This design comes from an exercise in tuning for small area on the open sky130 flow, not from production work.
At most, simulation tests tie the RTL to the original design; equivalence was not proved.
No activity file was given, so power comes from the tool's default toggle rates.

## middle
// distance_meter
module distance_meter
(
    input  wire       sys_clk,
    input  wire       sys_rst_n,
    input  wire       echo,
    output reg        trig,
    output wire [3:0] nixie_cs,
    output wire [7:0] nixie_seg,
    output reg        led_out,
    output reg        beep_out
);
reg e1, e2, ff1, ff2;
wire rise = e1 & ~e2;
wire fall = e2 & ~e1;
always @(posedge sys_clk or negedge sys_rst_n)
    if (!sys_rst_n) begin
        e1 <= 1'b0; e2 <= 1'b0; ff1 <= 1'b0; ff2 <= 1'b0;
    end else begin
        e1 <= echo; e2 <= e1; ff1 <= fall; ff2 <= ff1;
    end
reg [12:0] d;
reg [8:0]  j;
reg [4:0]  s;
wire s_lo = ~|s[4:1];                                    
wire jt   = j[8] & j[5] & j[2] & (s_lo ? j[1] : j[0]);   
wire wrap = d[12] & d[11] & d[9] & d[8] & d[7] & d[6] & d[4] & d[3] & d[1]
          & j[6] & j[4] & j[3] & j[2];
always @(posedge sys_clk)
    if (rise) begin
        d <= 13'd0; j <= 9'd1; s <= 5'd0;
    end else if (e1 & e2) begin
        if (wrap) begin
            d <= 13'd0; j <= 9'd0; s <= 5'd0;
        end else if (jt) begin
            d <= d + 13'd1; j <= 9'd0;
            s <= s_lo ? s + 5'd15 : s - 5'd2;
        end else
            j <= j + 9'd1;
    end
reg [4:0] c;                  
reg       nw, conv;
always @(posedge sys_clk or negedge sys_rst_n)
    if (!sys_rst_n) c <= 5'd0;
  ...
export LEC_CHECK = 0
export CAP_MARGIN = 20
export CORE_MARGIN = 2
export CORE_UTILIZATION = 40
export SLEW_MARGIN = 20
create_clock -name core_clock -period 20.0 [get_ports {sys_clk}]
standard.sh (not shown) runs the stock make flow with config.mk's settings and CLKGATE_MAP_FILE= SYNTH_SCRIPT=/design/flow/synth_recipe.tcl, a recipe that flattens the netlist after the stock synthesis.
==> flow/flow/run.sh <==
#!/bin/bash
# Standard layout, with two changes: the clock tree is built without dummy
# loads and with larger sink clusters, and the ports get the smallest buffer.
set -euo pipefail
export CTS_ARGS="-sink_clustering_enable -repair_clock_nets -dont_use_dummy_load -sink_clustering_size 30 -sink_clustering_max_diameter 100"
export BUFFER_PORTS_ARGS="-buffer_cell sky130_fd_sc_hd__buf_1"
bash standard.sh > standard.log 2>&1
middle: all stages complete, timing, DRC and antenna checks passed
The inputs of south differ from those of middle as listed below.
# middle
export LEC_CHECK = 0
export CAP_MARGIN = 20
export CORE_MARGIN = 2
export CORE_UTILIZATION = 40
export SLEW_MARGIN = 20
create_clock -name core_clock -period 20.0 [get_ports {sys_clk}]
# south
export LEC_CHECK = 0
export CAP_MARGIN = 20
export CORE_MARGIN = 2
export CORE_UTILIZATION = 40
export CTS_CLUSTER_DIAMETER = 100
export CTS_CLUSTER_SIZE = 30
export SLEW_MARGIN = 20
create_clock -name core_clock -period 20.0 [get_ports {sys_clk}]
==> flow/run.sh (new file) <==
#!/bin/bash
# synth_recipe.tcl (not shown) runs the flow's synth.tcl, then flattens the netlist and writes it again
# the make line also repeats each setting of config.mk as NAME=value (left out here)
make -C /OpenROAD-flow-scripts/flow DESIGN_CONFIG=/design/flow/config.mk WORK_HOME=/design/flow/orfs CLKGATE_MAP_FILE= SYNTH_SCRIPT=/design/flow/synth_recipe.tcl finish
removed: flow/flow/run.sh
removed: flow/standard.sh
- Compared with middle, south shows total power divided by cell area higher by 2.6 nW/um^2.
- Relative max-transition margin improves in south relative to middle.
- The standard cells in south occupy more silicon area than those in middle do.
- On tap cell instance count, middle and south are neck and neck.
- Relative to middle, the largest vdd supply drop measured on south has increased by more than a quarter.
- In south, the post-route clock period utilization came out 1.5 points above the value in middle.
No functional check of the RTL was part of any run of this note.

---

Another version of the RTL of distance_meter (not shown whole).
Size in the first run: ~210 flip-flops, about 18 I/O pins.
==> flow/config.mk <==
export PLATFORM = sky130hd
export DESIGN_NAME = distance_meter
export DESIGN_NICKNAME = distance_meter
export VERILOG_FILES = /design/flow/design.v
export SDC_FILE = /design/flow/constraint.sdc
export NUM_CORES = 4
export LEC_CHECK = 0
export ABC_AREA = 1
export CAP_MARGIN = 20
export CORE_MARGIN = 2
export CORE_UTILIZATION = 40
export CTS_CLUSTER_DIAMETER = 100
export CTS_CLUSTER_SIZE = 30
export SLEW_MARGIN = 20
==> flow/constraint.sdc <==
create_clock -name core_clock -period 20.0 [get_ports {sys_clk}]
set_input_delay 4.0000 -clock core_clock [delete_from_list [all_inputs] [get_ports {sys_clk}]]
set_output_delay 4.0000 -clock core_clock [all_outputs]
set_load 0.01 [all_outputs]
run.sh (not shown) runs the stock make flow with config.mk's settings and CLKGATE_MAP_FILE= SYNTH_SCRIPT=/design/flow/synth_recipe.tcl, a recipe that flattens the netlist after the stock synthesis.
Stock flow here: none of the scripts above is used.
Next try:
ABC_AREA = not set   (was 1)
Total power came out lower slightly.
Routed wire length came out higher by a few percent.
First-iteration DRC count came out higher by well over a third.
Final area came out lower slightly.
Utilization is about the same.
Sequential power is about the same.
No run of this note included a check of the RTL's function; only the layout flow was run.

---

distance_meter, a different RTL version from the one above (not shown whole).
Size in the first run: ~550 cells after synthesis, roughly 210 flip-flops, ~18 I/O pins.
Settings: LEC_CHECK=0, CAP_MARGIN=20, CORE_MARGIN=2, CORE_UTILIZATION=50, SLEW_MARGIN=20; clock period 20.0 ns.
standard.sh (not shown) runs the stock make flow with config.mk's settings and CLKGATE_MAP_FILE= SYNTH_SCRIPT=/design/flow/synth_recipe.tcl, a recipe that flattens the netlist after the stock synthesis.
==> flow/flow/run.sh <==
#!/bin/bash
# The standard layout (standard.sh), with three changes:
# - the half-adder cell is kept out (added to the platform's don't-use list),
#   so synthesis maps only full adders to cells and ABC maps the rest as
#   plain gates; the registers are the same as the standard synthesis's;
# - the clock tree uses clkbuf_8 and larger sink clusters, with no dummy loads;
# - the ports are buffered with the smallest buffer.
set -euo pipefail
export CTS_ARGS="-sink_clustering_enable -repair_clock_nets -dont_use_dummy_load -buf_list \"sky130_fd_sc_hd__clkbuf_4 sky130_fd_sc_hd__clkbuf_8\" -sink_clustering_size 20 -sink_clustering_max_diameter 80"
export BUFFER_PORTS_ARGS="-buffer_cell sky130_fd_sc_hd__buf_1"
DONT_USE="sky130_fd_sc_hd__probe_p_8 sky130_fd_sc_hd__probec_p_8 sky130_fd_sc_hd__lpflow_bleeder_1 sky130_fd_sc_hd__lpflow_clkbufkapwr_1 sky130_fd_sc_hd__lpflow_clkbufkapwr_16 sky130_fd_sc_hd__lpflow_clkbufkapwr_2 sky130_fd_sc_hd__lpflow_clkbufkapwr_4 sky130_fd_sc_hd__lpflow_clkbufkapwr_8 sky130_fd_sc_hd__lpflow_clkinvkapwr_1 sky130_fd_sc_hd__lpflow_clkinvkapwr_16 sky130_fd_sc_hd__lpflow_clkinvkapwr_2 sky130_fd_sc_hd__lpflow_clkinvkapwr_4 sky130_fd_sc_hd__lpflow_clkinvkapwr_8 sky130_fd_sc_hd__lpflow_decapkapwr_12 sky130_fd_sc_hd__lpflow_decapkapwr_3 sky130_fd_sc_hd__lpflow_decapkapwr_4 sky130_fd_sc_hd__lpflow_decapkapwr_6 sky130_fd_sc_hd__lpflow_decapkapwr_8 sky130_fd_sc_hd__lpflow_inputiso0n_1 sky130_fd_sc_hd__lpflow_inputiso0p_1 sky130_fd_sc_hd__lpflow_inputiso1n_1 sky130_fd_sc_hd__lpflow_inputiso1p_1 sky130_fd_sc_hd__lpflow_inputisolatch_1 sky130_fd_sc_hd__lpflow_isobufsrc_1 sky130_fd_sc_hd__lpflow_isobufsrc_16 sky130_fd_sc_hd__lpflow_isobufsrc_2 sky130_fd_sc_hd__lpflow_isobufsrc_4 sky130_fd_sc_hd__lpflow_isobufsrc_8 sky130_fd_sc_hd__lpflow_isobufsrckapwr_16 sky130_fd_sc_hd__lpflow_lsbuf_lh_hl_isowell_tap_1 sky130_fd_sc_hd__lpflow_lsbuf_lh_hl_isowell_tap_2 sky130_fd_sc_hd__lpflow_lsbuf_lh_hl_isowell_tap_4 sky130_fd_sc_hd__lpflow_lsbuf_lh_isowell_4 sky130_fd_sc_hd__lpflow_lsbuf_lh_isowell_tap_1 sky130_fd_sc_hd__lpflow_lsbuf_lh_isowell_tap_2 sky130_fd_sc_hd__lpflow_lsbuf_lh_isowell_tap_4  sky130_fd_sc_hd__ha_1"
bash standard.sh "DONT_USE_CELLS=$DONT_USE" finish > standard.log 2>&1
The starting point completed with no timing, DRC or antenna violations.
Rerun with:
--- a/flow/flow/run.sh
+++ b/flow/flow/run.sh
@@ -9 +9 @@
-export CTS_ARGS="-sink_clustering_enable -repair_clock_nets -dont_use_dummy_load -buf_list \"sky130_fd_sc_hd__clkbuf_4 sky130_fd_sc_hd__clkbuf_8\" -sink_clustering_size 20 -sink_clustering_max_diameter 80"
+export CTS_ARGS="-sink_clustering_enable -repair_clock_nets -dont_use_dummy_load -buf_list sky130_fd_sc_hd__clkbuf_8 -sink_clustering_size 20 -sink_clustering_max_diameter 80"
Outcome: Via count stays the same. Routed wire length does not change. Global-route usage is unchanged. Hold slack does not change. Setup slack is unchanged. Design area does not change. Sequential share of layout area does not change. Power stays the same. Clock-buffer cell count stays the same. Sequential cell count is unchanged. Synthesized area does not change.
Rerun with:
--- a/flow/flow/run.sh
+++ b/flow/flow/run.sh
@@ -9 +9 @@
-export CTS_ARGS="-sink_clustering_enable -repair_clock_nets -dont_use_dummy_load -buf_list sky130_fd_sc_hd__clkbuf_8 -sink_clustering_size 20 -sink_clustering_max_diameter 80"
+export CTS_ARGS="-sink_clustering_enable -repair_clock_nets -dont_use_dummy_load -buf_list sky130_fd_sc_hd__clkbuf_4 -sink_clustering_size 11 -sink_clustering_max_diameter 55"
Effect: The new run completed without violations. Cell count is higher by 1.2%. Setup slack gets worse by 0.078 ns. Final area hardly moves. Wire length is higher by 0.32%. Die area stays the same. Clock power is lower by about 6%. Global-route usage is higher by 0.28 points. Total power is lower by 1.6%.

---

distance_meter, a different RTL version from the one above (not shown whole).
For scale: about 510 cells after synthesis, about 220 flip-flops, about 18 I/O pins, ~7000 µm² of cells after synthesis.
==> flow/design.v (excerpt) <==
module distance_meter
(
    input  wire       sys_clk,
    input  wire       sys_rst_n,
    input  wire       echo,
    output reg        trig,
    output wire [3:0] nixie_cs,
    output wire [7:0] nixie_seg,
    output reg        led_out,
    output reg        beep_out
);
==> flow/config.mk <==
export PLATFORM = sky130hd
export DESIGN_NAME = distance_meter
export DESIGN_NICKNAME = distance_meter
export VERILOG_FILES = /design/flow/design.v
export SDC_FILE = /design/flow/constraint.sdc
export NUM_CORES = 4
export LEC_CHECK = 0
export CAP_MARGIN = 20
export CORE_MARGIN = 2
export CORE_UTILIZATION = 50
export SLEW_MARGIN = 20
==> flow/constraint.sdc <==
create_clock -name core_clock -period 20.0 [get_ports {sys_clk}]
set_input_delay 4.0000 -clock core_clock [delete_from_list [all_inputs] [get_ports {sys_clk}]]
set_output_delay 4.0000 -clock core_clock [all_outputs]
set_load 0.01 [all_outputs]
==> flow/flow/run.sh <==
#!/bin/bash
# The standard layout (standard.sh), with three changes:
# - the half-adder cell is kept out (added to the platform's don't-use list),
#   so synthesis maps only full adders to cells and ABC maps the rest as
#   plain gates; the registers are the same as the standard synthesis's;
# - the clock tree uses clkbuf_8 and larger sink clusters, with no dummy loads;
# - the ports are buffered with the smallest buffer.
set -euo pipefail
export CTS_ARGS="-sink_clustering_enable -repair_clock_nets -dont_use_dummy_load -buf_list sky130_fd_sc_hd__clkbuf_8 -root_buf sky130_fd_sc_hd__clkbuf_16 -sink_clustering_size 20 -sink_clustering_max_diameter 80 -sink_clustering_levels 1"
export BUFFER_PORTS_ARGS="-buffer_cell sky130_fd_sc_hd__buf_1"
DONT_USE="sky130_fd_sc_hd__probe_p_8 sky130_fd_sc_hd__probec_p_8 sky130_fd_sc_hd__lpflow_bleeder_1 sky130_fd_sc_hd__lpflow_clkbufkapwr_1 sky130_fd_sc_hd__lpflow_clkbufkapwr_16 sky130_fd_sc_hd__lpflow_clkbufkapwr_2 sky130_fd_sc_hd__lpflow_clkbufkapwr_4 sky130_fd_sc_hd__lpflow_clkbufkapwr_8 sky130_fd_sc_hd__lpflow_clkinvkapwr_1 sky130_fd_sc_hd__lpflow_clkinvkapwr_16 sky130_fd_sc_hd__lpflow_clkinvkapwr_2 sky130_fd_sc_hd__lpflow_clkinvkapwr_4 sky130_fd_sc_hd__lpflow_clkinvkapwr_8 sky130_fd_sc_hd__lpflow_decapkapwr_12 sky130_fd_sc_hd__lpflow_decapkapwr_3 sky130_fd_sc_hd__lpflow_decapkapwr_4 sky130_fd_sc_hd__lpflow_decapkapwr_6 sky130_fd_sc_hd__lpflow_decapkapwr_8 sky130_fd_sc_hd__lpflow_inputiso0n_1 sky130_fd_sc_hd__lpflow_inputiso0p_1 sky130_fd_sc_hd__lpflow_inputiso1n_1 sky130_fd_sc_hd__lpflow_inputiso1p_1 sky130_fd_sc_hd__lpflow_inputisolatch_1 sky130_fd_sc_hd__lpflow_isobufsrc_1 sky130_fd_sc_hd__lpflow_isobufsrc_16 sky130_fd_sc_hd__lpflow_isobufsrc_2 sky130_fd_sc_hd__lpflow_isobufsrc_4 sky130_fd_sc_hd__lpflow_isobufsrc_8 sky130_fd_sc_hd__lpflow_isobufsrckapwr_16 sky130_fd_sc_hd__lpflow_lsbuf_lh_hl_isowell_tap_1 sky130_fd_sc_hd__lpflow_lsbuf_lh_hl_isowell_tap_2 sky130_fd_sc_hd__lpflow_lsbuf_lh_hl_isowell_tap_4 sky130_fd_sc_hd__lpflow_lsbuf_lh_isowell_4 sky130_fd_sc_hd__lpflow_lsbuf_lh_isowell_tap_1 sky130_fd_sc_hd__lpflow_lsbuf_lh_isowell_tap_2 sky130_fd_sc_hd__lpflow_lsbuf_lh_isowell_tap_4  sky130_fd_sc_hd__ha_1"
bash standard.sh "DONT_USE_CELLS=$DONT_USE" finish > standard.log 2>&1
The first run ran to the end with no violations.
==> next run, changes <==
--- a/flow/flow/run.sh
+++ b/flow/flow/run.sh
@@ -8,3 +8,3 @@
 set -euo pipefail
-export CTS_ARGS="-sink_clustering_enable -repair_clock_nets -dont_use_dummy_load -buf_list sky130_fd_sc_hd__clkbuf_8 -root_buf sky130_fd_sc_hd__clkbuf_16 -sink_clustering_size 20 -sink_clustering_max_diameter 80 -sink_clustering_levels 1"
+export CTS_ARGS="-sink_clustering_enable -repair_clock_nets -dont_use_dummy_load -buf_list sky130_fd_sc_hd__clkbuf_8 -sink_clustering_size 20 -sink_clustering_max_diameter 80"
 export BUFFER_PORTS_ARGS="-buffer_cell sky130_fd_sc_hd__buf_1"
Settings changed: CORE_UTILIZATION 50 to 35.
Result:
- total power is lower slightly
- non-clock buffer count does not change
- count of clock-buffer cells in the layout is unchanged
- wire length is higher slightly
- fmax barely changes
- first-iteration DRC count is higher by a little under a tenth
- flip-flop and latch count stays the same
- design area is higher slightly
==> next run, changes <==
Settings changed: CORE_UTILIZATION 35 to 50, GPL_ROUTABILITY_DRIVEN set to 0, GPL_TIMING_DRIVEN set to 0.
What happened: Design area hardly moves; non-clock buffer count rises by 13; area after synthesis is unchanged; worst hold slack improved by 0.022 ns; critical path depth stays the same; clock-buffer cell count does not change.
==> next run, changes <==
Settings changed: CORE_UTILIZATION 50 to 60, GPL_ROUTABILITY_DRIVEN 0 to unset, GPL_TIMING_DRIVEN 0 to unset.
Clock skew rose by 0.0056 ns.
Cell area shrinks by 1.9%.
Core utilization is higher by 10 points.
Total power went down by 0.64%.
Routed wire length falls by 2.0%.
==> next run, changes <==
Settings changed: CAP_MARGIN 20 to 0, CORE_UTILIZATION 60 to 50, SLEW_MARGIN 20 to 0.
=> Power is about the same. Design area went up slightly. Routed wire length went up slightly. First-iteration DRC count went down by a quarter to a third. Hold slack stays flat. Non-clock buffer count went up by 1. Core utilization went down by 11 points. Clock skew went up by 0.0035 ns.
==> next run, changes <==
Settings changed: CAP_MARGIN 0 to 20, SLEW_MARGIN 0 to 20.
Worst setup slack is better by 0.0039 ns.
Global-route usage increases by 0.14 points.
Core utilization hardly moves.
Total power hardly moves.
Via count came out lower by 0.72%.
Cell count is unchanged.
Fmax is about the same.
Sequential power is about the same.
Worst hold slack loses 0.0044 ns.
Die area stays the same.
Final area hardly moves.

-- separate check: timing with driven ports --
In the flow no input, the clock included, has a driving cell. The finished layouts below were timed again as built, in two steps. Step 1 assumes that a clkbuf_16 drives the clock port and a buf_2 every other input. Step 2 times the ports against the registers' clock, not the clock port: input delays grow and output delays shrink by t, the midpoint of the rising clock arrivals with the driver on. Three values: no drivers, after step 1, after step 2; two values: the first two.
| run | t, ns | slack for setup (ns) | latest minus earliest clock arrival (ns) | worst register clock-pin slew, ns |
|---|---|---|---|---|
| middle | 0.471 | 13.135 / 13.092 / 13.562 | 0.064 / 0.065 | 0.11 / 0.11 |
| south | 0.484 | 12.835 / 12.795 / 13.279 | 0.034 / 0.034 | 0.11 / 0.11 |
| the first run of note 2 | 0.497 | 12.966 / 12.924 / 13.421 | 0.024 / 0.024 | 0.11 / 0.11 |
| the second run of note 2 | 0.494 | 12.852 / 12.810 / 13.304 | 0.016 / 0.016 | 0.11 / 0.11 |
| the first run of note 3 | 0.510 | 13.632 / 13.599 / 14.109 | 0.026 / 0.027 | 0.12 / 0.12 |
| the second run of note 3 | 0.510 | 13.632 / 13.599 / 14.109 | 0.026 / 0.027 | 0.12 / 0.12 |
| the third run of note 3 | 0.617 | 13.554 / 13.523 / 14.139 | 0.067 / 0.067 | 0.12 / 0.12 |
| the first run of note 4 | 0.478 | 14.013 / 13.973 / 14.451 | 0.035 / 0.035 | 0.12 / 0.12 |
| the second run of note 4 | 0.500 | 14.018 / 13.984 / 14.484 | 0.027 / 0.028 | 0.12 / 0.12 |
| the third run of note 4 | 0.510 | 13.988 / 13.956 / 14.467 | 0.023 / 0.023 | 0.12 / 0.12 |
| the fourth run of note 4 | 0.495 | 13.994 / 13.960 / 14.455 | 0.028 / 0.028 | 0.11 / 0.11 |
| the fifth run of note 4 | 0.494 | 13.989 / 13.957 / 14.452 | 0.032 / 0.033 | 0.11 / 0.11 |
| the sixth run of note 4 | 0.498 | 13.993 / 13.959 / 14.457 | 0.038 / 0.038 | 0.12 / 0.12 |
After both steps setup and hold are still met in every run listed.
